This is an optimization exercise on Yosys and OpenROAD, whose aim is small area and a short achievable clock period, not a production implementation. Function was checked by simulation only, so behaviour that the tests miss may differ from the original.

==> design.v <==
module rv16_instr_dmux(rv16_dminstr_in, opcode_out, rs1_addr_out, rs2_addr_out, rd_addr_out);
	parameter DATA = 16, OPCODE = 4;
	input [DATA-1:0]rv16_dminstr_in;
	output [OPCODE-1:0]opcode_out;
	output [OPCODE-1:0]rs1_addr_out;
	output [OPCODE-1:0]rs2_addr_out;
	output [OPCODE-1:0]rd_addr_out;
	assign opcode_out   = rv16_dminstr_in[3:0];
	assign rs1_addr_out = rv16_dminstr_in[7:4];
	assign rs2_addr_out = rv16_dminstr_in[11:8];
	assign rd_addr_out  = rv16_dminstr_in[15:12];
endmodule
module rv16_register_file(rd_addr_in,rs1_addr_in,rs2_addr_in,rd_reg_in,rv16_reg_clock,rv16_reg_reset,rs1_reg_out,rs2_reg_out);
	parameter DATA = 16, OPCODE = 4;
	input [OPCODE-1:0]rd_addr_in;
	input [OPCODE-1:0]rs1_addr_in;
	input [OPCODE-1:0]rs2_addr_in;
	input [DATA-1:0]rd_reg_in;
	input rv16_reg_clock, rv16_reg_reset;
	output [DATA-1:0]rs1_reg_out;
	output [DATA-1:0]rs2_reg_out;
	reg [DATA-1:0] reg_file [1:15];
	wire [DATA-1:0] rd_ports [0:15];
	assign rd_ports[0] = {DATA{1'b0}};
	genvar g;
	generate
		for (g = 1; g < 16; g = g + 1) begin : R
			assign rd_ports[g] = reg_file[g];
			always @(posedge rv16_reg_clock)
				if (rv16_reg_reset || rd_addr_in == g)
					reg_file[g] <= rv16_reg_reset ? {DATA{1'b0}} : rd_reg_in;
		end
	endgenerate
	assign rs1_reg_out = rd_ports[rs1_addr_in];
	assign rs2_reg_out = rd_ports[rs2_addr_in];
endmodule
module rv16_add_unit(a, b, sub, dbl, y, b3hi, px, pa);
	parameter DATA = 16;
	input [DATA-1:0] a, b;
	input sub, dbl;
	output [DATA-1:0] y;
	output [1:0] b3hi;
	output [DATA-1:0] px, pa;
	wire [DATA-1:0] x = dbl ? {b[DATA-2:0], 1'b0} : a;
	wire [DATA-1:0] bb = b ^ {DATA{sub}};
	assign px = x ^ bb;
	assign pa = x & bb;
	wire [DATA:0] s = {1'b0, x} + {1'b0, bb} + {{DATA{1'b0}}, sub};
	assign y = s[DATA-1:0];
	assign b3hi = {b[DATA-1] & s[DATA], b[DATA-1] ^ s[DATA]};
endmodule
module rv16_mult_unit(a, b, p);
	parameter DATA = 16;
	input  [DATA-1:0] a, b;
	output [DATA-1:0] p;
	wire [DATA:0] bx = {b, 1'b0};
	wire [DATA/2-1:0] neg;
	wire [15:0] x0;
	wire [13:0] x1;
	wire [11:0] x2;
	wire [9:0] x3;
	wire [7:0] x4;
	wire [5:0] x5;
	wire [3:0] x6;
	wire [1:0] x7;
	genvar i;
	generate
		for (i = 0; i < DATA/2; i = i + 1) begin : R
			wire b0 = bx[2*i], b1 = bx[2*i+1], b2 = bx[2*i+2];
			wire one = b0 ^ b1;
			wire two = (b2 & ~b1 & ~b0) | (~b2 & b1 & b0);
			assign neg[i] = b2;
		end
	endgenerate
	assign x0 = (({16{R[0].one}} & a[15:0]) | ({16{R[0].two}} & {a[14:0], 1'b0})) ^ {16{neg[0]}};
	assign x1 = (({14{R[1].one}} & a[13:0]) | ({14{R[1].two}} & {a[12:0], 1'b0})) ^ {14{neg[1]}};
	assign x2 = (({12{R[2].one}} & a[11:0]) | ({12{R[2].two}} & {a[10:0], 1'b0})) ^ {12{neg[2]}};
	assign x3 = (({10{R[3].one}} & a[9:0]) | ({10{R[3].two}} & {a[8:0], 1'b0})) ^ {10{neg[3]}};
	assign x4 = (({8{R[4].one}} & a[7:0]) | ({8{R[4].two}} & {a[6:0], 1'b0})) ^ {8{neg[4]}};
	assign x5 = (({6{R[5].one}} & a[5:0]) | ({6{R[5].two}} & {a[4:0], 1'b0})) ^ {6{neg[5]}};
	assign x6 = (({4{R[6].one}} & a[3:0]) | ({4{R[6].two}} & {a[2:0], 1'b0})) ^ {4{neg[6]}};
	assign x7 = (({2{R[7].one}} & a[1:0]) | ({2{R[7].two}} & {a[0:0], 1'b0})) ^ {2{neg[7]}};
	wire s0 = x0[0] ^ neg[0];
	wire c0 = x0[0] & neg[0];
	wire s1 = x0[1] ^ c0;
	wire c1 = x0[1] & c0;
	wire s2 = x0[2] ^ x1[0] ^ neg[1];
	wire c2 = (x0[2] & x1[0]) | (x0[2] & neg[1]) | (x1[0] & neg[1]);
	wire s3 = c1 ^ s2;
	wire c3 = c1 & s2;
	wire s4 = x0[3] ^ x1[1] ^ c2;
	wire c4 = (x0[3] & x1[1]) | (x0[3] & c2) | (x1[1] & c2);
	wire s5 = c3 ^ s4;
	wire c5 = c3 & s4;
	wire s6 = x0[4] ^ x1[2] ^ x2[0];
	wire c6 = (x0[4] & x1[2]) | (x0[4] & x2[0]) | (x1[2] & x2[0]);
	wire s7 = neg[2] ^ c4 ^ c5;
	wire c7 = (neg[2] & c4) | (neg[2] & c5) | (c4 & c5);
	wire s8 = s6 ^ s7;
	wire c8 = s6 & s7;
	wire s9 = x0[5] ^ x1[3] ^ x2[1];
	wire c9 = (x0[5] & x1[3]) | (x0[5] & x2[1]) | (x1[3] & x2[1]);
	wire s10 = c6 ^ c7 ^ c8;
	wire c10 = (c6 & c7) | (c6 & c8) | (c7 & c8);
	wire s11 = s9 ^ s10;
	wire c11 = s9 & s10;
	wire s12 = x0[6] ^ x1[4] ^ x2[2];
	wire c12 = (x0[6] & x1[4]) | (x0[6] & x2[2]) | (x1[4] & x2[2]);
	wire s13 = x3[0] ^ neg[3] ^ c9;
	wire c13 = (x3[0] & neg[3]) | (x3[0] & c9) | (neg[3] & c9);
	wire s14 = c10 ^ c11 ^ s12;
	wire c14 = (c10 & c11) | (c10 & s12) | (c11 & s12);
	wire s15 = s13 ^ s14;
	wire c15 = s13 & s14;
	wire s16 = x0[7] ^ x1[5] ^ x2[3];
	wire c16 = (x0[7] & x1[5]) | (x0[7] & x2[3]) | (x1[5] & x2[3]);
	wire s17 = x3[1] ^ c12 ^ c13;
	wire c17 = (x3[1] & c12) | (x3[1] & c13) | (c12 & c13);
	wire s18 = c14 ^ c15 ^ s16;
	wire c18 = (c14 & c15) | (c14 & s16) | (c15 & s16);
	wire s19 = s17 ^ s18;
	wire c19 = s17 & s18;
	wire s20 = x0[8] ^ x1[6] ^ x2[4];
	wire c20 = (x0[8] & x1[6]) | (x0[8] & x2[4]) | (x1[6] & x2[4]);
	wire s21 = x3[2] ^ x4[0] ^ neg[4];
	wire c21 = (x3[2] & x4[0]) | (x3[2] & neg[4]) | (x4[0] & neg[4]);
	wire s22 = c16 ^ c17 ^ c18;
	wire c22 = (c16 & c17) | (c16 & c18) | (c17 & c18);
	wire s23 = c19 ^ s20 ^ s21;
	wire c23 = (c19 & s20) | (c19 & s21) | (s20 & s21);
	wire s24 = s22 ^ s23;
	wire c24 = s22 & s23;
	wire s25 = x0[9] ^ x1[7] ^ x2[5];
	wire c25 = (x0[9] & x1[7]) | (x0[9] & x2[5]) | (x1[7] & x2[5]);
	wire s26 = x3[3] ^ x4[1] ^ c20;
	wire c26 = (x3[3] & x4[1]) | (x3[3] & c20) | (x4[1] & c20);
	wire s27 = c21 ^ c22 ^ c23;
	wire c27 = (c21 & c22) | (c21 & c23) | (c22 & c23);
	wire s28 = c24 ^ s25 ^ s26;
	wire c28 = (c24 & s25) | (c24 & s26) | (s25 & s26);
	wire s29 = s27 ^ s28;
	wire c29 = s27 & s28;
	wire s30 = x0[10] ^ x1[8] ^ x2[6];
	wire c30 = (x0[10] & x1[8]) | (x0[10] & x2[6]) | (x1[8] & x2[6]);
	wire s31 = x3[4] ^ x4[2] ^ x5[0];
	wire c31 = (x3[4] & x4[2]) | (x3[4] & x5[0]) | (x4[2] & x5[0]);
	wire s32 = neg[5] ^ c25 ^ c26;
	wire c32 = (neg[5] & c25) | (neg[5] & c26) | (c25 & c26);
	wire s33 = c27 ^ c28 ^ c29;
	wire c33 = (c27 & c28) | (c27 & c29) | (c28 & c29);
	wire s34 = s30 ^ s31 ^ s32;
	wire c34 = (s30 & s31) | (s30 & s32) | (s31 & s32);
	wire s35 = s33 ^ s34;
	wire c35 = s33 & s34;
	wire s36 = x0[11] ^ x1[9] ^ x2[7];
	wire c36 = (x0[11] & x1[9]) | (x0[11] & x2[7]) | (x1[9] & x2[7]);
	wire s37 = x3[5] ^ x4[3] ^ x5[1];
	wire c37 = (x3[5] & x4[3]) | (x3[5] & x5[1]) | (x4[3] & x5[1]);
	wire s38 = c30 ^ c31 ^ c32;
	wire c38 = (c30 & c31) | (c30 & c32) | (c31 & c32);
	wire s39 = c33 ^ c34 ^ c35;
	wire c39 = (c33 & c34) | (c33 & c35) | (c34 & c35);
	wire s40 = s36 ^ s37 ^ s38;
	wire c40 = (s36 & s37) | (s36 & s38) | (s37 & s38);
	wire s41 = s39 ^ s40;
	wire c41 = s39 & s40;
	wire s42 = x0[12] ^ x1[10] ^ x2[8];
	wire c42 = (x0[12] & x1[10]) | (x0[12] & x2[8]) | (x1[10] & x2[8]);
	wire s43 = x3[6] ^ x4[4] ^ x5[2];
	wire c43 = (x3[6] & x4[4]) | (x3[6] & x5[2]) | (x4[4] & x5[2]);
	wire s44 = x6[0] ^ neg[6] ^ c36;
	wire c44 = (x6[0] & neg[6]) | (x6[0] & c36) | (neg[6] & c36);
	wire s45 = c37 ^ c38 ^ c39;
	wire c45 = (c37 & c38) | (c37 & c39) | (c38 & c39);
	wire s46 = c40 ^ c41 ^ s42;
	wire c46 = (c40 & c41) | (c40 & s42) | (c41 & s42);
	wire s47 = s43 ^ s44 ^ s45;
	wire c47 = (s43 & s44) | (s43 & s45) | (s44 & s45);
	wire s48 = s46 ^ s47;
	wire c48 = s46 & s47;
	wire s49 = x0[13] ^ x1[11] ^ x2[9];
	wire c49 = (x0[13] & x1[11]) | (x0[13] & x2[9]) | (x1[11] & x2[9]);
	wire s50 = x3[7] ^ x4[5] ^ x5[3];
	wire c50 = (x3[7] & x4[5]) | (x3[7] & x5[3]) | (x4[5] & x5[3]);
	wire s51 = x6[1] ^ c42 ^ c43;
	wire c51 = (x6[1] & c42) | (x6[1] & c43) | (c42 & c43);
	wire s52 = c44 ^ c45 ^ c46;
	wire c52 = (c44 & c45) | (c44 & c46) | (c45 & c46);
	wire s53 = c47 ^ c48 ^ s49;
	wire c53 = (c47 & c48) | (c47 & s49) | (c48 & s49);
	wire s54 = s50 ^ s51 ^ s52;
	wire c54 = (s50 & s51) | (s50 & s52) | (s51 & s52);
	wire s55 = s53 ^ s54;
	wire c55 = s53 & s54;
	wire s56 = x0[14] ^ x1[12] ^ x2[10];
	wire c56 = (x0[14] & x1[12]) | (x0[14] & x2[10]) | (x1[12] & x2[10]);
	wire s57 = x3[8] ^ x4[6] ^ x5[4];
	wire c57 = (x3[8] & x4[6]) | (x3[8] & x5[4]) | (x4[6] & x5[4]);
	wire s58 = x6[2] ^ x7[0] ^ neg[7];
	wire c58 = (x6[2] & x7[0]) | (x6[2] & neg[7]) | (x7[0] & neg[7]);
	wire s59 = c49 ^ c50 ^ c51;
	wire c59 = (c49 & c50) | (c49 & c51) | (c50 & c51);
	wire s60 = c52 ^ c53 ^ c54;
	wire c60 = (c52 & c53) | (c52 & c54) | (c53 & c54);
	wire s61 = c55 ^ s56 ^ s57;
	wire c61 = (c55 & s56) | (c55 & s57) | (s56 & s57);
	wire s62 = s58 ^ s59 ^ s60;
	wire c62 = (s58 & s59) | (s58 & s60) | (s59 & s60);
	wire s63 = s61 ^ s62;
	wire c63 = s61 & s62;
	wire s64 = x0[15] ^ x1[13] ^ x2[11];
	wire s65 = x3[9] ^ x4[7] ^ x5[5];
	wire s66 = x6[3] ^ x7[1] ^ c56;
	wire s67 = c57 ^ c58 ^ c59;
	wire s68 = c60 ^ c61 ^ c62;
	wire s69 = c63 ^ s64 ^ s65;
	wire s70 = s66 ^ s67 ^ s68;
	wire s71 = s69 ^ s70;
	assign p = {s71, s63, s55, s48, s41, s35, s29, s24, s19, s15, s11, s8, s5, s3, s1, s0};
endmodule
module rv16_div_unit(a, b, b3, q);
	parameter DATA = 16;
	parameter K = 4;
	input  [DATA-1:0] a, b;
	output [DATA-1:0] q;
	input  [DATA+1:0] b3;
	wire [K-1:0] at = a[DATA-1 -: K];
	wire [K-1:0] bl = b[K-1:0];
	wire bigk = |b[DATA-1:K];
	wire [K-1:0] qt, rt;
	rv16_div_top4 TOP (.at(at), .bl(bl), .q(qt), .r(rt));
	wire [K-1:0] q0 = bigk ? {K{1'b0}} : qt;
	wire [K-1:0] r0 = bigk ? at : rt;
	assign q[DATA-1 -: K] = q0;
	localparam NR = (DATA - K) / 2;
	wire [DATA*(NR+1)-1:0] rem;
	assign rem[0 +: DATA] = {{(DATA-K){1'b0}}, r0};
	genvar i;
	generate
		for (i = 1; i <= NR; i = i + 1) begin : ROW
			localparam W = K + 2*i;
			wire [W-1:0] t = {rem[(i-1)*DATA +: W-2], a[DATA-1-K-2*(i-1) -: 2]};
			wire [W:0] d1, d2, d3;
			wire big1, big2, big3;
			wire ge1, ge2, ge3;
			if (W == DATA) begin : HL
				assign big1 = 1'b0;
				assign big2 = b[DATA-1];
				assign big3 = |b3[DATA+1:DATA];
			end else begin : HN
				assign big1 = |b[DATA-1:W];
				assign big2 = |b[DATA-1:W-1];
				assign big3 = b >= ((2**W + 2) / 3);
			end
			assign d1 = {1'b0, t} - {1'b0, b[W-1:0]};
			assign d2 = {1'b0, t} - {1'b0, b[W-2:0], 1'b0};
			assign d3 = {1'b0, t} - {1'b0, b3[W-1:0]};
			assign ge1 = ~big1 & ~d1[W];
			assign ge2 = ~big2 & ~d2[W];
			assign ge3 = ~big3 & ~d3[W];
			assign q[DATA-1-K-2*(i-1)] = ge2;
			assign q[DATA-2-K-2*(i-1)] = ge3 | (ge1 & ~ge2);
			if (i < NR) begin : RM
				assign rem[i*DATA +: W] = ge3 ? d3[W-1:0] : ge2 ? d2[W-1:0] : ge1 ? d1[W-1:0] : t;
				assign rem[i*DATA+W +: DATA-W] = {(DATA-W){1'b0}};
			end else begin : RL
				assign rem[i*DATA +: DATA] = {DATA{1'b0}};
			end
		end
	endgenerate
endmodule
module rv16_div_top4(at, bl, q, r);
	input  [3:0] at, bl;
	output reg [3:0] q, r;
	always @(*)
		case ({at, bl})
			8'd0: begin q = 4'd15; r = 4'd0; end
			8'd1: begin q = 4'd0; r = 4'd0; end
			8'd2: begin q = 4'd0; r = 4'd0; end
			8'd3: begin q = 4'd0; r = 4'd0; end
			8'd4: begin q = 4'd0; r = 4'd0; end
			8'd5: begin q = 4'd0; r = 4'd0; end
			8'd6: begin q = 4'd0; r = 4'd0; end
			8'd7: begin q = 4'd0; r = 4'd0; end
			8'd8: begin q = 4'd0; r = 4'd0; end
			8'd9: begin q = 4'd0; r = 4'd0; end
			8'd10: begin q = 4'd0; r = 4'd0; end
			8'd11: begin q = 4'd0; r = 4'd0; end
			8'd12: begin q = 4'd0; r = 4'd0; end
			8'd13: begin q = 4'd0; r = 4'd0; end
			8'd14: begin q = 4'd0; r = 4'd0; end
			8'd15: begin q = 4'd0; r = 4'd0; end
			8'd16: begin q = 4'd15; r = 4'd1; end
			8'd17: begin q = 4'd1; r = 4'd0; end
			8'd18: begin q = 4'd0; r = 4'd1; end
			8'd19: begin q = 4'd0; r = 4'd1; end
			8'd20: begin q = 4'd0; r = 4'd1; end
			8'd21: begin q = 4'd0; r = 4'd1; end
			8'd22: begin q = 4'd0; r = 4'd1; end
			8'd23: begin q = 4'd0; r = 4'd1; end
			8'd24: begin q = 4'd0; r = 4'd1; end
			8'd25: begin q = 4'd0; r = 4'd1; end
			8'd26: begin q = 4'd0; r = 4'd1; end
			8'd27: begin q = 4'd0; r = 4'd1; end
			8'd28: begin q = 4'd0; r = 4'd1; end
			8'd29: begin q = 4'd0; r = 4'd1; end
			8'd30: begin q = 4'd0; r = 4'd1; end
			8'd31: begin q = 4'd0; r = 4'd1; end
			8'd32: begin q = 4'd15; r = 4'd2; end
			8'd33: begin q = 4'd2; r = 4'd0; end
			8'd34: begin q = 4'd1; r = 4'd0; end
			8'd35: begin q = 4'd0; r = 4'd2; end
			8'd36: begin q = 4'd0; r = 4'd2; end
			8'd37: begin q = 4'd0; r = 4'd2; end
			8'd38: begin q = 4'd0; r = 4'd2; end
			8'd39: begin q = 4'd0; r = 4'd2; end
			8'd40: begin q = 4'd0; r = 4'd2; end
			8'd41: begin q = 4'd0; r = 4'd2; end
			8'd42: begin q = 4'd0; r = 4'd2; end
			8'd43: begin q = 4'd0; r = 4'd2; end
			8'd44: begin q = 4'd0; r = 4'd2; end
			8'd45: begin q = 4'd0; r = 4'd2; end
			8'd46: begin q = 4'd0; r = 4'd2; end
			8'd47: begin q = 4'd0; r = 4'd2; end
			8'd48: begin q = 4'd15; r = 4'd3; end
			8'd49: begin q = 4'd3; r = 4'd0; end
			8'd50: begin q = 4'd1; r = 4'd1; end
			8'd51: begin q = 4'd1; r = 4'd0; end
			8'd52: begin q = 4'd0; r = 4'd3; end
			8'd53: begin q = 4'd0; r = 4'd3; end
			8'd54: begin q = 4'd0; r = 4'd3; end
			8'd55: begin q = 4'd0; r = 4'd3; end
			8'd56: begin q = 4'd0; r = 4'd3; end
			8'd57: begin q = 4'd0; r = 4'd3; end
			8'd58: begin q = 4'd0; r = 4'd3; end
			8'd59: begin q = 4'd0; r = 4'd3; end
			8'd60: begin q = 4'd0; r = 4'd3; end
			8'd61: begin q = 4'd0; r = 4'd3; end
			8'd62: begin q = 4'd0; r = 4'd3; end
			8'd63: begin q = 4'd0; r = 4'd3; end
			8'd64: begin q = 4'd15; r = 4'd4; end
			8'd65: begin q = 4'd4; r = 4'd0; end
			8'd66: begin q = 4'd2; r = 4'd0; end
			8'd67: begin q = 4'd1; r = 4'd1; end
			8'd68: begin q = 4'd1; r = 4'd0; end
			8'd69: begin q = 4'd0; r = 4'd4; end
			8'd70: begin q = 4'd0; r = 4'd4; end
			8'd71: begin q = 4'd0; r = 4'd4; end
			8'd72: begin q = 4'd0; r = 4'd4; end
			8'd73: begin q = 4'd0; r = 4'd4; end
			8'd74: begin q = 4'd0; r = 4'd4; end
			8'd75: begin q = 4'd0; r = 4'd4; end
			8'd76: begin q = 4'd0; r = 4'd4; end
			8'd77: begin q = 4'd0; r = 4'd4; end
			8'd78: begin q = 4'd0; r = 4'd4; end
			8'd79: begin q = 4'd0; r = 4'd4; end
			8'd80: begin q = 4'd15; r = 4'd5; end
			8'd81: begin q = 4'd5; r = 4'd0; end
			8'd82: begin q = 4'd2; r = 4'd1; end
			8'd83: begin q = 4'd1; r = 4'd2; end
			8'd84: begin q = 4'd1; r = 4'd1; end
			8'd85: begin q = 4'd1; r = 4'd0; end
			8'd86: begin q = 4'd0; r = 4'd5; end
			8'd87: begin q = 4'd0; r = 4'd5; end
			8'd88: begin q = 4'd0; r = 4'd5; end
			8'd89: begin q = 4'd0; r = 4'd5; end
			8'd90: begin q = 4'd0; r = 4'd5; end
			8'd91: begin q = 4'd0; r = 4'd5; end
			8'd92: begin q = 4'd0; r = 4'd5; end
			8'd93: begin q = 4'd0; r = 4'd5; end
			8'd94: begin q = 4'd0; r = 4'd5; end
			8'd95: begin q = 4'd0; r = 4'd5; end
			8'd96: begin q = 4'd15; r = 4'd6; end
			8'd97: begin q = 4'd6; r = 4'd0; end
			8'd98: begin q = 4'd3; r = 4'd0; end
			8'd99: begin q = 4'd2; r = 4'd0; end
			8'd100: begin q = 4'd1; r = 4'd2; end
			8'd101: begin q = 4'd1; r = 4'd1; end
			8'd102: begin q = 4'd1; r = 4'd0; end
			8'd103: begin q = 4'd0; r = 4'd6; end
			8'd104: begin q = 4'd0; r = 4'd6; end
			8'd105: begin q = 4'd0; r = 4'd6; end
			8'd106: begin q = 4'd0; r = 4'd6; end
			8'd107: begin q = 4'd0; r = 4'd6; end
			8'd108: begin q = 4'd0; r = 4'd6; end
			8'd109: begin q = 4'd0; r = 4'd6; end
			8'd110: begin q = 4'd0; r = 4'd6; end
			8'd111: begin q = 4'd0; r = 4'd6; end
			8'd112: begin q = 4'd15; r = 4'd7; end
			8'd113: begin q = 4'd7; r = 4'd0; end
			8'd114: begin q = 4'd3; r = 4'd1; end
			8'd115: begin q = 4'd2; r = 4'd1; end
			8'd116: begin q = 4'd1; r = 4'd3; end
			8'd117: begin q = 4'd1; r = 4'd2; end
			8'd118: begin q = 4'd1; r = 4'd1; end
			8'd119: begin q = 4'd1; r = 4'd0; end
			8'd120: begin q = 4'd0; r = 4'd7; end
			8'd121: begin q = 4'd0; r = 4'd7; end
			8'd122: begin q = 4'd0; r = 4'd7; end
			8'd123: begin q = 4'd0; r = 4'd7; end
			8'd124: begin q = 4'd0; r = 4'd7; end
			8'd125: begin q = 4'd0; r = 4'd7; end
			8'd126: begin q = 4'd0; r = 4'd7; end
			8'd127: begin q = 4'd0; r = 4'd7; end
			8'd128: begin q = 4'd15; r = 4'd8; end
			8'd129: begin q = 4'd8; r = 4'd0; end
			8'd130: begin q = 4'd4; r = 4'd0; end
			8'd131: begin q = 4'd2; r = 4'd2; end
			8'd132: begin q = 4'd2; r = 4'd0; end
			8'd133: begin q = 4'd1; r = 4'd3; end
			8'd134: begin q = 4'd1; r = 4'd2; end
			8'd135: begin q = 4'd1; r = 4'd1; end
			8'd136: begin q = 4'd1; r = 4'd0; end
			8'd137: begin q = 4'd0; r = 4'd8; end
			8'd138: begin q = 4'd0; r = 4'd8; end
			8'd139: begin q = 4'd0; r = 4'd8; end
			8'd140: begin q = 4'd0; r = 4'd8; end
			8'd141: begin q = 4'd0; r = 4'd8; end
			8'd142: begin q = 4'd0; r = 4'd8; end
			8'd143: begin q = 4'd0; r = 4'd8; end
			8'd144: begin q = 4'd15; r = 4'd9; end
			8'd145: begin q = 4'd9; r = 4'd0; end
			8'd146: begin q = 4'd4; r = 4'd1; end
			8'd147: begin q = 4'd3; r = 4'd0; end
			8'd148: begin q = 4'd2; r = 4'd1; end
			8'd149: begin q = 4'd1; r = 4'd4; end
			8'd150: begin q = 4'd1; r = 4'd3; end
			8'd151: begin q = 4'd1; r = 4'd2; end
			8'd152: begin q = 4'd1; r = 4'd1; end
			8'd153: begin q = 4'd1; r = 4'd0; end
			8'd154: begin q = 4'd0; r = 4'd9; end
			8'd155: begin q = 4'd0; r = 4'd9; end
			8'd156: begin q = 4'd0; r = 4'd9; end
			8'd157: begin q = 4'd0; r = 4'd9; end
			8'd158: begin q = 4'd0; r = 4'd9; end
			8'd159: begin q = 4'd0; r = 4'd9; end
			8'd160: begin q = 4'd15; r = 4'd10; end
			8'd161: begin q = 4'd10; r = 4'd0; end
			8'd162: begin q = 4'd5; r = 4'd0; end
			8'd163: begin q = 4'd3; r = 4'd1; end
			8'd164: begin q = 4'd2; r = 4'd2; end
			8'd165: begin q = 4'd2; r = 4'd0; end
			8'd166: begin q = 4'd1; r = 4'd4; end
			8'd167: begin q = 4'd1; r = 4'd3; end
			8'd168: begin q = 4'd1; r = 4'd2; end
			8'd169: begin q = 4'd1; r = 4'd1; end
			8'd170: begin q = 4'd1; r = 4'd0; end
			8'd171: begin q = 4'd0; r = 4'd10; end
			8'd172: begin q = 4'd0; r = 4'd10; end
			8'd173: begin q = 4'd0; r = 4'd10; end
			8'd174: begin q = 4'd0; r = 4'd10; end
			8'd175: begin q = 4'd0; r = 4'd10; end
			8'd176: begin q = 4'd15; r = 4'd11; end
			8'd177: begin q = 4'd11; r = 4'd0; end
			8'd178: begin q = 4'd5; r = 4'd1; end
			8'd179: begin q = 4'd3; r = 4'd2; end
			8'd180: begin q = 4'd2; r = 4'd3; end
			8'd181: begin q = 4'd2; r = 4'd1; end
			8'd182: begin q = 4'd1; r = 4'd5; end
			8'd183: begin q = 4'd1; r = 4'd4; end
			8'd184: begin q = 4'd1; r = 4'd3; end
			8'd185: begin q = 4'd1; r = 4'd2; end
			8'd186: begin q = 4'd1; r = 4'd1; end
			8'd187: begin q = 4'd1; r = 4'd0; end
			8'd188: begin q = 4'd0; r = 4'd11; end
			8'd189: begin q = 4'd0; r = 4'd11; end
			8'd190: begin q = 4'd0; r = 4'd11; end
			8'd191: begin q = 4'd0; r = 4'd11; end
			8'd192: begin q = 4'd15; r = 4'd12; end
			8'd193: begin q = 4'd12; r = 4'd0; end
			8'd194: begin q = 4'd6; r = 4'd0; end
			8'd195: begin q = 4'd4; r = 4'd0; end
			8'd196: begin q = 4'd3; r = 4'd0; end
			8'd197: begin q = 4'd2; r = 4'd2; end
			8'd198: begin q = 4'd2; r = 4'd0; end
			8'd199: begin q = 4'd1; r = 4'd5; end
			8'd200: begin q = 4'd1; r = 4'd4; end
			8'd201: begin q = 4'd1; r = 4'd3; end
			8'd202: begin q = 4'd1; r = 4'd2; end
			8'd203: begin q = 4'd1; r = 4'd1; end
			8'd204: begin q = 4'd1; r = 4'd0; end
			8'd205: begin q = 4'd0; r = 4'd12; end
			8'd206: begin q = 4'd0; r = 4'd12; end
			8'd207: begin q = 4'd0; r = 4'd12; end
			8'd208: begin q = 4'd15; r = 4'd13; end
			8'd209: begin q = 4'd13; r = 4'd0; end
			8'd210: begin q = 4'd6; r = 4'd1; end
			8'd211: begin q = 4'd4; r = 4'd1; end
			8'd212: begin q = 4'd3; r = 4'd1; end
			8'd213: begin q = 4'd2; r = 4'd3; end
			8'd214: begin q = 4'd2; r = 4'd1; end
			8'd215: begin q = 4'd1; r = 4'd6; end
			8'd216: begin q = 4'd1; r = 4'd5; end
			8'd217: begin q = 4'd1; r = 4'd4; end
			8'd218: begin q = 4'd1; r = 4'd3; end
			8'd219: begin q = 4'd1; r = 4'd2; end
			8'd220: begin q = 4'd1; r = 4'd1; end
			8'd221: begin q = 4'd1; r = 4'd0; end
			8'd222: begin q = 4'd0; r = 4'd13; end
			8'd223: begin q = 4'd0; r = 4'd13; end
			8'd224: begin q = 4'd15; r = 4'd14; end
			8'd225: begin q = 4'd14; r = 4'd0; end
			8'd226: begin q = 4'd7; r = 4'd0; end
			8'd227: begin q = 4'd4; r = 4'd2; end
			8'd228: begin q = 4'd3; r = 4'd2; end
			8'd229: begin q = 4'd2; r = 4'd4; end
			8'd230: begin q = 4'd2; r = 4'd2; end
			8'd231: begin q = 4'd2; r = 4'd0; end
			8'd232: begin q = 4'd1; r = 4'd6; end
			8'd233: begin q = 4'd1; r = 4'd5; end
			8'd234: begin q = 4'd1; r = 4'd4; end
			8'd235: begin q = 4'd1; r = 4'd3; end
			8'd236: begin q = 4'd1; r = 4'd2; end
			8'd237: begin q = 4'd1; r = 4'd1; end
			8'd238: begin q = 4'd1; r = 4'd0; end
			8'd239: begin q = 4'd0; r = 4'd14; end
			8'd240: begin q = 4'd15; r = 4'd15; end
			8'd241: begin q = 4'd15; r = 4'd0; end
			8'd242: begin q = 4'd7; r = 4'd1; end
			8'd243: begin q = 4'd5; r = 4'd0; end
			8'd244: begin q = 4'd3; r = 4'd3; end
			8'd245: begin q = 4'd3; r = 4'd0; end
			8'd246: begin q = 4'd2; r = 4'd3; end
			8'd247: begin q = 4'd2; r = 4'd1; end
			8'd248: begin q = 4'd1; r = 4'd7; end
			8'd249: begin q = 4'd1; r = 4'd6; end
			8'd250: begin q = 4'd1; r = 4'd5; end
			8'd251: begin q = 4'd1; r = 4'd4; end
			8'd252: begin q = 4'd1; r = 4'd3; end
			8'd253: begin q = 4'd1; r = 4'd2; end
			8'd254: begin q = 4'd1; r = 4'd1; end
			8'd255: begin q = 4'd1; r = 4'd0; end
			default: begin q = 4'd0; r = 4'd0; end
		endcase
endmodule
module rv16_xor_unit(rs1_xor_in,rs2_xor_in,rd_xor_out);
	parameter DATA = 16;
	input [DATA-1:0]rs1_xor_in;
	input [DATA-1:0]rs2_xor_in;
	output [DATA-1:0]rd_xor_out;
	assign rd_xor_out = rs1_xor_in ^ rs2_xor_in;
endmodule
module rv16_and_unit(rs1_and_in,rs2_and_in,rd_and_out);
	parameter DATA = 16;
	input [DATA-1:0]rs1_and_in;
	input [DATA-1:0]rs2_and_in;
	output [DATA-1:0]rd_and_out;
	assign rd_and_out = rs1_and_in & rs2_and_in;
endmodule
module rv16_or_unit(rs1_or_in,rs2_or_in,rd_or_out);
	parameter DATA = 16;
	input [DATA-1:0]rs1_or_in;
	input [DATA-1:0]rs2_or_in;
	output [DATA-1:0]rd_or_out;
	assign rd_or_out = rs1_or_in | rs2_or_in;
endmodule
module rv16_rd_fumux(rd_ADDSUB_in, rd_MUL_in, rd_DIV_in, rd_XOR_in, rd_AND_in, rd_OR_in, rd_LD_in, rd_fumux_opcode, rd_fumux_out);
	parameter DATA = 16, OPCODE = 4;
	input [DATA-1:0]rd_ADDSUB_in, rd_MUL_in, rd_DIV_in, rd_XOR_in, rd_AND_in, rd_OR_in, rd_LD_in;
	input [OPCODE-1:0]rd_fumux_opcode;
	output [DATA-1:0]rd_fumux_out;
	reg [DATA-1:0] other;
	always @(*)
		case (rd_fumux_opcode)
			4'd0, 4'd1: other = rd_ADDSUB_in;
			4'd2:       other = rd_MUL_in;
			4'd4:       other = rd_XOR_in;
			4'd5:       other = rd_AND_in;
			4'd6:       other = rd_OR_in;
			4'd7:       other = rd_LD_in;
			default:    other = {DATA{1'b0}};
		endcase
	assign rd_fumux_out = (rd_fumux_opcode == 4'd3) ? rd_DIV_in : other;
endmodule
module rv16_cpu_top(rv16_cpu_clock, rv16_cpu_reset, rv16_cpu_dminstr_in, rv16_cpu_dmdata_in, rv16_cpu_addr_out, rv16_cpu_dmdata_out);
	parameter DATA = 16;
	parameter OPCODE = 4;
	input rv16_cpu_clock;
	input rv16_cpu_reset;
	input [DATA-1:0]rv16_cpu_dminstr_in;
	input [DATA-1:0]rv16_cpu_dmdata_in;
	output reg [DATA-1:0]rv16_cpu_addr_out;
	output reg [DATA-1:0]rv16_cpu_dmdata_out;
	wire [OPCODE-1:0]opcode_out;
	wire [OPCODE-1:0]rs1_addr_out;
	wire [OPCODE-1:0]rs2_addr_out;
	wire [OPCODE-1:0]rd_addr_out;
	rv16_instr_dmux IDMUX (.rv16_dminstr_in(rv16_cpu_dminstr_in), .opcode_out(opcode_out), .rs1_addr_out(rs1_addr_out), .rs2_addr_out(rs2_addr_out), .rd_addr_out(rd_addr_out));
	wire [DATA-1:0]rs1_reg_out;
	wire [DATA-1:0]rs2_reg_out;
	wire [DATA-1:0]rd_fumux_out;
	rv16_register_file REGF (.rd_addr_in(rd_addr_out), .rs1_addr_in(rs1_addr_out), .rs2_addr_in(rs2_addr_out), .rd_reg_in(rd_fumux_out),
						.rv16_reg_clock(rv16_cpu_clock), .rv16_reg_reset(rv16_cpu_reset), .rs1_reg_out(rs1_reg_out), .rs2_reg_out(rs2_reg_out));
	wire [DATA-1:0]rd_addsub_out;
	wire [1:0] b3hi;
	wire div_op = opcode_out[1];
	wire [DATA-1:0] rd_xor_out, rd_and_out;
	rv16_add_unit ADDERUNIT (.a(rs1_reg_out), .b(rs2_reg_out), .sub(opcode_out == 4'd1), .dbl(div_op), .y(rd_addsub_out), .b3hi(b3hi),
		.px(rd_xor_out), .pa(rd_and_out));
	wire [DATA-1:0]rd_mult_out;
	rv16_mult_unit MULTUNIT (.a(rs1_reg_out), .b(rs2_reg_out), .p(rd_mult_out));
	wire [DATA-1:0]rd_div_quo;
	rv16_div_unit DIVUNIT (.a(rs1_reg_out), .b(rs2_reg_out), .b3({b3hi, rd_addsub_out}), .q(rd_div_quo));
	wire [DATA-1:0]rd_or_out;
	rv16_or_unit ORUNIT (rs1_reg_out, rs2_reg_out, rd_or_out);
	rv16_rd_fumux RDMUX (rd_addsub_out, rd_mult_out, rd_div_quo, rd_xor_out, rd_and_out, rd_or_out, rv16_cpu_dmdata_in,
		opcode_out, rd_fumux_out);
	always @(posedge rv16_cpu_clock)
		begin
			if(rv16_cpu_reset)
				begin
					rv16_cpu_addr_out   <= 0;
					rv16_cpu_dmdata_out <= 0;
				end
			else
				begin
					rv16_cpu_addr_out   <= {{(DATA-OPCODE){1'b0}}, rd_addr_out};
					rv16_cpu_dmdata_out <= rd_fumux_out;
				end
		end
endmodule
==> run.sh <==
#!/bin/bash
# synth_recipe.tcl (not shown) runs the flow's synth.tcl, then flattens the netlist and writes it again
# the make line also repeats each setting of config.mk as NAME=value (left out here)
make -C /OpenROAD-flow-scripts/flow DESIGN_CONFIG=/design/flow/config.mk WORK_HOME=/design/flow/orfs CLKGATE_MAP_FILE= SYNTH_SCRIPT=/design/flow/synth_recipe.tcl finish
==> config.mk <==
export PLATFORM = sky130hd
export DESIGN_NAME = rv16_cpu_top
export DESIGN_NICKNAME = rv16_cpu_top
export VERILOG_FILES = /design/flow/design.v
export SDC_FILE = /design/flow/constraint.sdc
export NUM_CORES = 4
export LEC_CHECK = 0
export ABC_AREA = 1
export CAP_MARGIN = 20
export CORE_MARGIN = 2
export CORE_UTILIZATION = 40
export SLEW_MARGIN = 20
==> constraint.sdc <==
create_clock -name core_clock -period 66.0 [get_ports {rv16_cpu_clock}]
set_input_delay 13.2000 -clock core_clock [delete_from_list [all_inputs] [get_ports {rv16_cpu_clock}]]
set_output_delay 13.2000 -clock core_clock [all_outputs]
set_load 0.01 [all_outputs]
==> impl_metrics.yaml, run 1 <==
run_status:
  status: "timing/DRC/antenna clean"
synthesis:
  synth_area_leaders: "edfxtp_1 (28%), ha_1 (12%), nand2_1 (11%)"
  synthCells: 3403
  ys_types: 69
  syn_area_mm2: 0.0260
  synthArstFlopShare: 0
  yosysSeqAreaShare: 0.292
  yosys.cell_count.top_type: "nand2_1"
  synth_common_cells: "nand2_1 (782), inv_1 (431), ha_1 (248)"
  yosysWarnings: 5
  yosysTopAreaCell: "edfxtp_1"
  synth_area_per_cell_um2: 7.65
  ys_ff_latch: 260
  yosysTopAreaCellShare: 0.277
  ys.flop_type: "edfxtp_1"
  synth-edff-count: 240
global_routing:
  grt_pass1_wl_mm: 154
  antenna_found_initial: 3
  grt_pass1_vias: 24500
  grt_overflow: 0
  grt_use_total: 0.304
  grt_max_degree: 37
timing:
  period_share: 0.486
  fin_worst_skew_ns: 0.0172
  hold_viol: 0
  worstMarginPinSlew_ns: 1.07
  fin_setup_tns_ns: 0
  slew_violations: 0
  slew_headroom: 0.281
  rsz0062_at_grt: "false"
  hold_ws_ns: 1.18
  period_needed_ns: 32.06
  finalSetupViolCount: 0
  fmax_mhz: 31.2
min_path:
  min_path_type: "reg -> reg"
routing:
  num_vias: 25600
  wl_per_cell_um: 23.9
  ant_nets: 0
  drt-total-wl_mm: 104
  viasPerCell: 5.89
  drc: 0
  initialDrtViolationCount: 2947
  dr.pass1.iters: 6
worst_setup_path:
  required_ns: 66.35
  cp-start-kind: "primary input"
  cp_common_cell: "nand2_1"
  critPathBufInv: 17
  crit_path_max_fanout: 35
  crit_family: "compound AO/OA/AOI/OAI gates"
  cp-end-kind: "register"
  slowest_delay_ns: 0.69
  crit_slowest_cell: "nor2_1"
  worstPathArrival_ns: 32.41
  worstSetupPathType: "in -> reg"
cts:
  cts_buffer_depth: 3
  cts_buffers: 25
  post_cts_resized: 0
  cts_tree: "yes"
  clk_pin_slew_ns: 0.07
  clock_sinks: 260
  holdBufCountCts: 0
  htreeDepth: 1
  clock_latency_ns: 0.55
  cts_root_buf: "clkbuf_16"
  cts_setup_buffers: 0
run:
  maxCapViolCount: 0
cells_and_area:
  diodes: 0
  stdcell_area_mm2: 0.0288
  multi_input_area_mm2: 0.0164
  seq_area_mm2: 0.00761
  fillers: 6522
  drive_gt1_frac: 0.0723
  nets: 3820
  area_delta_synth_final_pct: 10.7
  postLayoutCoreUtil: 0.448
floorplan:
  rows: 93
  die_area_mm2: 0.0671
  die_y_um: 259
  fp.coreArea_mm2: 0.0643
  start_util: 0.404
  io_pins: 66
  dieWidth_um: 259
placement:
  detailed_place_hpwl_mm: 76.4
  place_congestion: 1.00
  portBuffers: 53
  placed_cell_area_mm2: 0.0279
registers in the layout, summed over array words and instances, names as in the netlist:
signal,count
rv16_cpu_addr_out,4
rv16_cpu_dmdata_out,16
REGF.reg_file,240
per-stage QoR:
stage | setup slack, ns | std cells
4_1_cts | 34.28 | 4353
3_3_place_gp | 34.08 | 4307
3_5_place_dp | 33.79 | 4307
2_1_floorplan | 37.65 | 3414
6_report | 33.94 | 4353
5_1_grt | 32.02 | 4353
final timing paths:
check / endpoint / from / cells after the start / slack [ns]
hold / removal: rv16_cpu_dmdata_out[1] / REGF.reg_file[12][15] / 8 / 1.18
setup / recovery: REGF.reg_file[6][0] / rv16_cpu_dminstr_in[10] / 105 / 33.94
setup reg to reg: REGF.reg_file[6][0] / REGF.reg_file[14][1] / 100 / 47.99
hold reg to reg: rv16_cpu_dmdata_out[1] / REGF.reg_file[12][15] / 8 / 1.18
cells by family (layout without fill, tap and decap cells):
logic type / after synthesis / in the layout / synth area share
simple gates: 1356 / 1356 / 0.223
compound gates: 742 / 742 / 0.174
buf+inv: 559 / 643 / 0.0854
fa+ha+maj: 307 / 307 / 0.165
flops: 260 / 260 / 0.292
xor+xnor: 178 / 178 / 0.0599
other cells: 1 / 12 / 0.000144
layer usage:
metal,share of wire,track usage
met3,0.10,0.0529
met4,0.058,0.153
met5,0.00049,0
met2,0.45,0.493
met1,0.39,0.390
cell type report:
cell class / instances / area share
Sequential cell: 260 / 0.264
Clock inverter: 15 / 0.00656
Multi-Input combinational cell: 2595 / 0.569
Inverter: 463 / 0.0603
Tap cell: 855 / 0.0371
Clock buffer: 31 / 0.0228
Timing Repair Buffer: 134 / 0.0395
worst reg2reg max path: cells and delay by family, from the launching register on:
family                   cells  cell delay (ns)
flip-flops                   1             0.39
adder cells (fa/ha/maj)      7             2.78
buffers and inverters       14             2.80
AND/OR/NAND/NOR             46             5.47
AO/OA/AOI/OAI               33             6.37
layout by cell type (no fill, tap or decap), types with 7 or more instances in the layout:
cell type	n
nand2_1	781
inv_1	431
ha_1	248
edfxtp_1	240
nor2_1	237
a21oi_1	201
o21ai_0	181
nand3_1	170
xor2_1	148
o22ai_1	98
buf_4	81
fa_1	59
clkdlybuf4s50_1	53
a221oi_1	46
nand4_1	35
o21ai_1	31
xnor2_1	30
o21bai_1	25
clkbuf_16	25
inv_2	24
or2_2	24
o211ai_1	23
dfxtp_1	20
nor2_2	19
nand2_2	18
nor3_1	18
a211oi_1	18
o2111ai_1	16
a22o_1	15
o21ai_2	14
a21o_1	13
conb_1	12
nor2_4	11
nand3b_1	10
clkinv_1	9
nor4_1	9
a2111oi_0	8
and2_1	7
==> run 2, diff against run 1 <==
--- a/design.v
+++ b/design.v
@@ -35,5 +35,5 @@
 	assign rs2_reg_out = rd_ports[rs2_addr_in];
 endmodule
-module rv16_add_unit(a, b, sub, dbl, y, b3hi, px, pa);
+module rv16_add_unit(a, b, sub, dbl, y, b3hi);
 	parameter DATA = 16;
 	input [DATA-1:0] a, b;
@@ -41,10 +41,6 @@
 	output [DATA-1:0] y;
 	output [1:0] b3hi;
-	output [DATA-1:0] px, pa;
 	wire [DATA-1:0] x = dbl ? {b[DATA-2:0], 1'b0} : a;
-	wire [DATA-1:0] bb = b ^ {DATA{sub}};
-	assign px = x ^ bb;
-	assign pa = x & bb;
-	wire [DATA:0] s = {1'b0, x} + {1'b0, bb} + {{DATA{1'b0}}, sub};
+	wire [DATA:0] s = {1'b0, x} + {1'b0, b ^ {DATA{sub}}} + {{DATA{1'b0}}, sub};
 	assign y = s[DATA-1:0];
 	assign b3hi = {b[DATA-1] & s[DATA], b[DATA-1] ^ s[DATA]};
@@ -54,168 +50,28 @@
 	input  [DATA-1:0] a, b;
 	output [DATA-1:0] p;
-	wire [DATA:0] bx = {b, 1'b0};
-	wire [DATA/2-1:0] neg;
-	wire [15:0] x0;
-	wire [13:0] x1;
-	wire [11:0] x2;
-	wire [9:0] x3;
-	wire [7:0] x4;
-	wire [5:0] x5;
-	wire [3:0] x6;
-	wire [1:0] x7;
-	genvar i;
+	wire [DATA-1:0] s [0:DATA-1];
+	wire [DATA-1:0] c [0:DATA-1];
+	assign s[0] = a & {DATA{b[0]}};
+	assign c[0] = {DATA{1'b0}};
+	genvar i, k;
 	generate
-		for (i = 0; i < DATA/2; i = i + 1) begin : R
-			wire b0 = bx[2*i], b1 = bx[2*i+1], b2 = bx[2*i+2];
-			wire one = b0 ^ b1;
-			wire two = (b2 & ~b1 & ~b0) | (~b2 & b1 & b0);
-			assign neg[i] = b2;
+		for (i = 1; i < DATA; i = i + 1) begin : ROW
+			wire [DATA-1:0] pp = (a << i) & {DATA{b[i]}};
+			for (k = 0; k < DATA; k = k + 1) begin : COL
+				if (k < i) begin : PASS
+					assign s[i][k] = s[i-1][k];
+					assign c[i][k] = 1'b0;
+				end else begin : ADD
+					wire co;
+					assign {co, s[i][k]} = s[i-1][k] + pp[k] + c[i-1][k];
+					if (k + 1 < DATA) begin : CO
+						assign c[i][k+1] = co;
+					end
+				end
+			end
+			assign c[i][i] = 1'b0;
 		end
 	endgenerate
-	assign x0 = (({16{R[0].one}} & a[15:0]) | ({16{R[0].two}} & {a[14:0], 1'b0})) ^ {16{neg[0]}};
-	assign x1 = (({14{R[1].one}} & a[13:0]) | ({14{R[1].two}} & {a[12:0], 1'b0})) ^ {14{neg[1]}};
-	assign x2 = (({12{R[2].one}} & a[11:0]) | ({12{R[2].two}} & {a[10:0], 1'b0})) ^ {12{neg[2]}};
-	assign x3 = (({10{R[3].one}} & a[9:0]) | ({10{R[3].two}} & {a[8:0], 1'b0})) ^ {10{neg[3]}};
-	assign x4 = (({8{R[4].one}} & a[7:0]) | ({8{R[4].two}} & {a[6:0], 1'b0})) ^ {8{neg[4]}};
-	assign x5 = (({6{R[5].one}} & a[5:0]) | ({6{R[5].two}} & {a[4:0], 1'b0})) ^ {6{neg[5]}};
-	assign x6 = (({4{R[6].one}} & a[3:0]) | ({4{R[6].two}} & {a[2:0], 1'b0})) ^ {4{neg[6]}};
-	assign x7 = (({2{R[7].one}} & a[1:0]) | ({2{R[7].two}} & {a[0:0], 1'b0})) ^ {2{neg[7]}};
-	wire s0 = x0[0] ^ neg[0];
-	wire c0 = x0[0] & neg[0];
-	wire s1 = x0[1] ^ c0;
-	wire c1 = x0[1] & c0;
-	wire s2 = x0[2] ^ x1[0] ^ neg[1];
-	wire c2 = (x0[2] & x1[0]) | (x0[2] & neg[1]) | (x1[0] & neg[1]);
-	wire s3 = c1 ^ s2;
-	wire c3 = c1 & s2;
-	wire s4 = x0[3] ^ x1[1] ^ c2;
-	wire c4 = (x0[3] & x1[1]) | (x0[3] & c2) | (x1[1] & c2);
-	wire s5 = c3 ^ s4;
-	wire c5 = c3 & s4;
-	wire s6 = x0[4] ^ x1[2] ^ x2[0];
-	wire c6 = (x0[4] & x1[2]) | (x0[4] & x2[0]) | (x1[2] & x2[0]);
-	wire s7 = neg[2] ^ c4 ^ c5;
-	wire c7 = (neg[2] & c4) | (neg[2] & c5) | (c4 & c5);
-	wire s8 = s6 ^ s7;
-	wire c8 = s6 & s7;
-	wire s9 = x0[5] ^ x1[3] ^ x2[1];
-	wire c9 = (x0[5] & x1[3]) | (x0[5] & x2[1]) | (x1[3] & x2[1]);
-	wire s10 = c6 ^ c7 ^ c8;
-	wire c10 = (c6 & c7) | (c6 & c8) | (c7 & c8);
-	wire s11 = s9 ^ s10;
-	wire c11 = s9 & s10;
-	wire s12 = x0[6] ^ x1[4] ^ x2[2];
-	wire c12 = (x0[6] & x1[4]) | (x0[6] & x2[2]) | (x1[4] & x2[2]);
-	wire s13 = x3[0] ^ neg[3] ^ c9;
-	wire c13 = (x3[0] & neg[3]) | (x3[0] & c9) | (neg[3] & c9);
-	wire s14 = c10 ^ c11 ^ s12;
-	wire c14 = (c10 & c11) | (c10 & s12) | (c11 & s12);
-	wire s15 = s13 ^ s14;
-	wire c15 = s13 & s14;
-	wire s16 = x0[7] ^ x1[5] ^ x2[3];
-	wire c16 = (x0[7] & x1[5]) | (x0[7] & x2[3]) | (x1[5] & x2[3]);
-	wire s17 = x3[1] ^ c12 ^ c13;
-	wire c17 = (x3[1] & c12) | (x3[1] & c13) | (c12 & c13);
-	wire s18 = c14 ^ c15 ^ s16;
-	wire c18 = (c14 & c15) | (c14 & s16) | (c15 & s16);
-	wire s19 = s17 ^ s18;
-	wire c19 = s17 & s18;
-	wire s20 = x0[8] ^ x1[6] ^ x2[4];
-	wire c20 = (x0[8] & x1[6]) | (x0[8] & x2[4]) | (x1[6] & x2[4]);
-	wire s21 = x3[2] ^ x4[0] ^ neg[4];
-	wire c21 = (x3[2] & x4[0]) | (x3[2] & neg[4]) | (x4[0] & neg[4]);
-	wire s22 = c16 ^ c17 ^ c18;
-	wire c22 = (c16 & c17) | (c16 & c18) | (c17 & c18);
-	wire s23 = c19 ^ s20 ^ s21;
-	wire c23 = (c19 & s20) | (c19 & s21) | (s20 & s21);
-	wire s24 = s22 ^ s23;
-	wire c24 = s22 & s23;
-	wire s25 = x0[9] ^ x1[7] ^ x2[5];
-	wire c25 = (x0[9] & x1[7]) | (x0[9] & x2[5]) | (x1[7] & x2[5]);
-	wire s26 = x3[3] ^ x4[1] ^ c20;
-	wire c26 = (x3[3] & x4[1]) | (x3[3] & c20) | (x4[1] & c20);
-	wire s27 = c21 ^ c22 ^ c23;
-	wire c27 = (c21 & c22) | (c21 & c23) | (c22 & c23);
-	wire s28 = c24 ^ s25 ^ s26;
-	wire c28 = (c24 & s25) | (c24 & s26) | (s25 & s26);
-	wire s29 = s27 ^ s28;
-	wire c29 = s27 & s28;
-	wire s30 = x0[10] ^ x1[8] ^ x2[6];
-	wire c30 = (x0[10] & x1[8]) | (x0[10] & x2[6]) | (x1[8] & x2[6]);
-	wire s31 = x3[4] ^ x4[2] ^ x5[0];
-	wire c31 = (x3[4] & x4[2]) | (x3[4] & x5[0]) | (x4[2] & x5[0]);
-	wire s32 = neg[5] ^ c25 ^ c26;
-	wire c32 = (neg[5] & c25) | (neg[5] & c26) | (c25 & c26);
-	wire s33 = c27 ^ c28 ^ c29;
-	wire c33 = (c27 & c28) | (c27 & c29) | (c28 & c29);
-	wire s34 = s30 ^ s31 ^ s32;
-	wire c34 = (s30 & s31) | (s30 & s32) | (s31 & s32);
-	wire s35 = s33 ^ s34;
-	wire c35 = s33 & s34;
-	wire s36 = x0[11] ^ x1[9] ^ x2[7];
-	wire c36 = (x0[11] & x1[9]) | (x0[11] & x2[7]) | (x1[9] & x2[7]);
-	wire s37 = x3[5] ^ x4[3] ^ x5[1];
-	wire c37 = (x3[5] & x4[3]) | (x3[5] & x5[1]) | (x4[3] & x5[1]);
-	wire s38 = c30 ^ c31 ^ c32;
-	wire c38 = (c30 & c31) | (c30 & c32) | (c31 & c32);
-	wire s39 = c33 ^ c34 ^ c35;
-	wire c39 = (c33 & c34) | (c33 & c35) | (c34 & c35);
-	wire s40 = s36 ^ s37 ^ s38;
-	wire c40 = (s36 & s37) | (s36 & s38) | (s37 & s38);
-	wire s41 = s39 ^ s40;
-	wire c41 = s39 & s40;
-	wire s42 = x0[12] ^ x1[10] ^ x2[8];
-	wire c42 = (x0[12] & x1[10]) | (x0[12] & x2[8]) | (x1[10] & x2[8]);
-	wire s43 = x3[6] ^ x4[4] ^ x5[2];
-	wire c43 = (x3[6] & x4[4]) | (x3[6] & x5[2]) | (x4[4] & x5[2]);
-	wire s44 = x6[0] ^ neg[6] ^ c36;
-	wire c44 = (x6[0] & neg[6]) | (x6[0] & c36) | (neg[6] & c36);
-	wire s45 = c37 ^ c38 ^ c39;
-	wire c45 = (c37 & c38) | (c37 & c39) | (c38 & c39);
-	wire s46 = c40 ^ c41 ^ s42;
-	wire c46 = (c40 & c41) | (c40 & s42) | (c41 & s42);
-	wire s47 = s43 ^ s44 ^ s45;
-	wire c47 = (s43 & s44) | (s43 & s45) | (s44 & s45);
-	wire s48 = s46 ^ s47;
-	wire c48 = s46 & s47;
-	wire s49 = x0[13] ^ x1[11] ^ x2[9];
-	wire c49 = (x0[13] & x1[11]) | (x0[13] & x2[9]) | (x1[11] & x2[9]);
-	wire s50 = x3[7] ^ x4[5] ^ x5[3];
-	wire c50 = (x3[7] & x4[5]) | (x3[7] & x5[3]) | (x4[5] & x5[3]);
-	wire s51 = x6[1] ^ c42 ^ c43;
-	wire c51 = (x6[1] & c42) | (x6[1] & c43) | (c42 & c43);
-	wire s52 = c44 ^ c45 ^ c46;
-	wire c52 = (c44 & c45) | (c44 & c46) | (c45 & c46);
-	wire s53 = c47 ^ c48 ^ s49;
-	wire c53 = (c47 & c48) | (c47 & s49) | (c48 & s49);
-	wire s54 = s50 ^ s51 ^ s52;
-	wire c54 = (s50 & s51) | (s50 & s52) | (s51 & s52);
-	wire s55 = s53 ^ s54;
-	wire c55 = s53 & s54;
-	wire s56 = x0[14] ^ x1[12] ^ x2[10];
-	wire c56 = (x0[14] & x1[12]) | (x0[14] & x2[10]) | (x1[12] & x2[10]);
-	wire s57 = x3[8] ^ x4[6] ^ x5[4];
-	wire c57 = (x3[8] & x4[6]) | (x3[8] & x5[4]) | (x4[6] & x5[4]);
-	wire s58 = x6[2] ^ x7[0] ^ neg[7];
-	wire c58 = (x6[2] & x7[0]) | (x6[2] & neg[7]) | (x7[0] & neg[7]);
-	wire s59 = c49 ^ c50 ^ c51;
-	wire c59 = (c49 & c50) | (c49 & c51) | (c50 & c51);
-	wire s60 = c52 ^ c53 ^ c54;
-	wire c60 = (c52 & c53) | (c52 & c54) | (c53 & c54);
-	wire s61 = c55 ^ s56 ^ s57;
-	wire c61 = (c55 & s56) | (c55 & s57) | (s56 & s57);
-	wire s62 = s58 ^ s59 ^ s60;
-	wire c62 = (s58 & s59) | (s58 & s60) | (s59 & s60);
-	wire s63 = s61 ^ s62;
-	wire c63 = s61 & s62;
-	wire s64 = x0[15] ^ x1[13] ^ x2[11];
-	wire s65 = x3[9] ^ x4[7] ^ x5[5];
-	wire s66 = x6[3] ^ x7[1] ^ c56;
-	wire s67 = c57 ^ c58 ^ c59;
-	wire s68 = c60 ^ c61 ^ c62;
-	wire s69 = c63 ^ s64 ^ s65;
-	wire s70 = s66 ^ s67 ^ s68;
-	wire s71 = s69 ^ s70;
-	assign p = {s71, s63, s55, s48, s41, s35, s29, s24, s19, s15, s11, s8, s5, s3, s1, s0};
+	assign p = s[DATA-1] + c[DATA-1];
 endmodule
 module rv16_div_unit(a, b, b3, q);
@@ -595,11 +451,13 @@
 	wire [1:0] b3hi;
 	wire div_op = opcode_out[1];
-	wire [DATA-1:0] rd_xor_out, rd_and_out;
-	rv16_add_unit ADDERUNIT (.a(rs1_reg_out), .b(rs2_reg_out), .sub(opcode_out == 4'd1), .dbl(div_op), .y(rd_addsub_out), .b3hi(b3hi),
-		.px(rd_xor_out), .pa(rd_and_out));
+	rv16_add_unit ADDERUNIT (.a(rs1_reg_out), .b(rs2_reg_out), .sub(opcode_out[0] & ~div_op), .dbl(div_op), .y(rd_addsub_out), .b3hi(b3hi));
 	wire [DATA-1:0]rd_mult_out;
 	rv16_mult_unit MULTUNIT (.a(rs1_reg_out), .b(rs2_reg_out), .p(rd_mult_out));
 	wire [DATA-1:0]rd_div_quo;
 	rv16_div_unit DIVUNIT (.a(rs1_reg_out), .b(rs2_reg_out), .b3({b3hi, rd_addsub_out}), .q(rd_div_quo));
+	wire [DATA-1:0]rd_xor_out;
+	rv16_xor_unit XORUNIT (.rs1_xor_in(rs1_reg_out), .rs2_xor_in(rs2_reg_out), .rd_xor_out(rd_xor_out));
+	wire [DATA-1:0]rd_and_out;
+	rv16_and_unit ANDUNIT (rs1_reg_out, rs2_reg_out, rd_and_out);
 	wire [DATA-1:0]rd_or_out;
 	rv16_or_unit ORUNIT (rs1_reg_out, rs2_reg_out, rd_or_out);
==> impl_metrics.yaml, run 2 <==
run_status:
  status: "timing/DRC/antenna clean"
synthesis:
  yosysTopAreaCell: "edfxtp_1"
  synthArstFlopShare: 0
  yosysTopAreaCellShare: 0.277
  synth_area_leaders: "edfxtp_1 (28%), ha_1 (13%), nand2_1 (12%)"
  yosysWarnings: 6
  syn_area_mm2: 0.0260
  synth-edff-count: 240
  synth_area_per_cell_um2: 7.84
  synthCells: 3318
  ys_types: 59
  ys_ff_latch: 260
  yosys.cell_count.top_type: "nand2_1"
  yosysSeqAreaShare: 0.292
  synth_common_cells: "nand2_1 (799), inv_1 (390), nor2_1 (320)"
  ys.flop_type: "edfxtp_1"
floorplan:
  io_pins: 66
  fp.coreArea_mm2: 0.0643
  rows: 93
  die_area_mm2: 0.0671
  dieWidth_um: 259
  die_y_um: 259
  start_util: 0.404
cells_and_area:
  nets: 3823
  drive_gt1_frac: 0.0675
  seq_area_mm2: 0.00761
  layout_common_cells: "nand2_1 (799), inv_1 (390), nor2_1 (310)"
  regMostFlops: "REGF.reg_file"
  fin_cells: 4275
  fillers: 6465
  layout_commonest_cell: "nand2_1"
  stdcell_area_mm2: 0.0289
  postLayoutCoreUtil: 0.449
  largest_register_ffs: 240
  reg_top3: "REGF.reg_file x240, rv16_cpu_dmdata_out x16, rv16_cpu_addr_out x4"
  multi_input_area_mm2: 0.0166
  diodes: 0
  area_delta_synth_final_pct: 11.0
cts:
  cts_root_buf: "clkbuf_16"
  clock_sinks: 260
  clk_pin_slew_ns: 0.07
  htreeDepth: 1
  clock_latency_ns: 0.57
  cts_buffer_depth: 3
  cts_tree: "yes"
  holdBufCountCts: 0
  cts_setup_buffers: 0
  post_cts_resized: 0
  cts_buffers: 25
global_routing:
  grtUsageMet2: 0.432
  grt_use_met3: 0.0588
  grt_use_total: 0.290
  grt_max_degree: 43
  grt_busiest_layer: "met2"
  globalRouteMet1Util: 0.416
  grt_pass1_vias: 22700
  antenna_found_initial: 2
  grt_overflow: 0
  grt_pass1_wl_mm: 146
timing:
  setup_ws_ns: 33.06
  hold_viol: 0
  slew_violations: 0
  fin_worst_skew_ns: 0.0345
  finalSetupViolCount: 0
  rsz0062_at_grt: "false"
  worstMarginPinSlew_ns: 1.10
  fin_setup_tns_ns: 0
  hold_ws_ns: 1.07
  fmax_mhz: 30.4
  period_share: 0.499
  period_needed_ns: 32.94
  slew_headroom: 0.263
worst_setup_path:
  crit_slowest_cell: "inv_1"
  crit_path_max_fanout: 17
  worstSetupPathType: "in -> reg"
  cp-start-kind: "primary input"
  slowest_delay_ns: 0.79
  cp-end-kind: "register"
  required_ns: 66.26
  worstPathArrival_ns: 33.20
routing:
  initialDrtViolationCount: 2959
  viasPerCell: 5.72
  wl_per_cell_um: 23.2
  dr.pass1.iters: 6
  drt-total-wl_mm: 99.1
  drc: 0
  ant_nets: 0
  num_vias: 24400
placement:
  placed_cells: 4230
  detailed_place_hpwl_mm: 70.1
  placed_cell_area_mm2: 0.0280
  dp_slack_ns: 32.60
  place_congestion: 0.944
  portBuffers: 53
min_path:
  min_path_type: "reg -> reg"
run:
  maxCapViolCount: 0
[run 2: area by class of cell]
cell class,instances,area share
Clock buffer,35,0.0243
Clock inverter,10,0.00511
Inverter,413,0.0537
Multi-Input combinational cell,2561,0.575
Sequential cell,260,0.263
Timing Repair Buffer,141,0.0412
Tap cell,855,0.0370
[run 2: routing by layer]
| layer | vias to the layer above | part of all wire |
|---|---|---|
| met5 | - | 0 |
| met3 | 250 | 0.11 |
| met4 | 0 | 0.043 |
| met1 | 11500 | 0.43 |
| li1 | 11400 | - |
| met2 | 1325 | 0.41 |
[run 2: kinds of logic (layout without fill, tap and decap cells)]
logic type / Yosys count / in the layout / synth area share
compound gates: 628 / 628 / 0.146
xor+xnor: 124 / 124 / 0.0417
fa+ha+maj: 387 / 387 / 0.217
buf+inv: 508 / 599 / 0.0764
flops: 260 / 260 / 0.292
other cells: 1 / 12 / 0.000144
simple gates: 1410 / 1410 / 0.226
[run 2: path summary, 6_finish.rpt]
path / start / slack, ns / endpoint / depth (start not counted)
max: rv16_cpu_dminstr_in[5] / 33.06 / REGF.reg_file[2][0] / 104
min: REGF.reg_file[3][15] / 1.07 / rv16_cpu_dmdata_out[0] / 5
max reg2reg: REGF.reg_file[13][1] / 46.79 / REGF.reg_file[2][0] / 98
min reg2reg: REGF.reg_file[3][15] / 1.07 / rv16_cpu_dmdata_out[0] / 5
[run 2: worst max-delay path, delay by kind of cell]
kind | cells | cell delay [ns]
AOI/OAI and AO/OA | 47 | 7.08
and+or+nand+nor | 34 | 6.63
buffers and inverters | 16 | 3.47
adders and majority gates | 7 | 2.79

[re-timing with driven ports]
How much do the figures lean on ideal ports? The routed layouts below were timed once more, with nothing changed but the port constraints. Step 1 assumes that a clkbuf_16 drives the clock port and a buf_2 every other input. Step 2 adds t to the input delays and takes it off the output delays; t is the mean of the earliest and latest rising clock arrival at the registers after step 1. Input paths then give back, and output paths get back, about the clock's delay inside the block. a / b / c = ideal ports / drivers / drivers and shift; a / b = the first two.
run	t, ns	setup slack, ns	worst setup path at the end
run 1	0.591	33.941 / 33.967 / 33.375	input to register
run 2	0.601	33.056 / 33.080 / 32.479	input to register
After both steps every run listed still meets setup and hold. The setup slack of run 2, which loses most, moves by +0.024 ns with the drivers and by -0.577 ns with both steps.
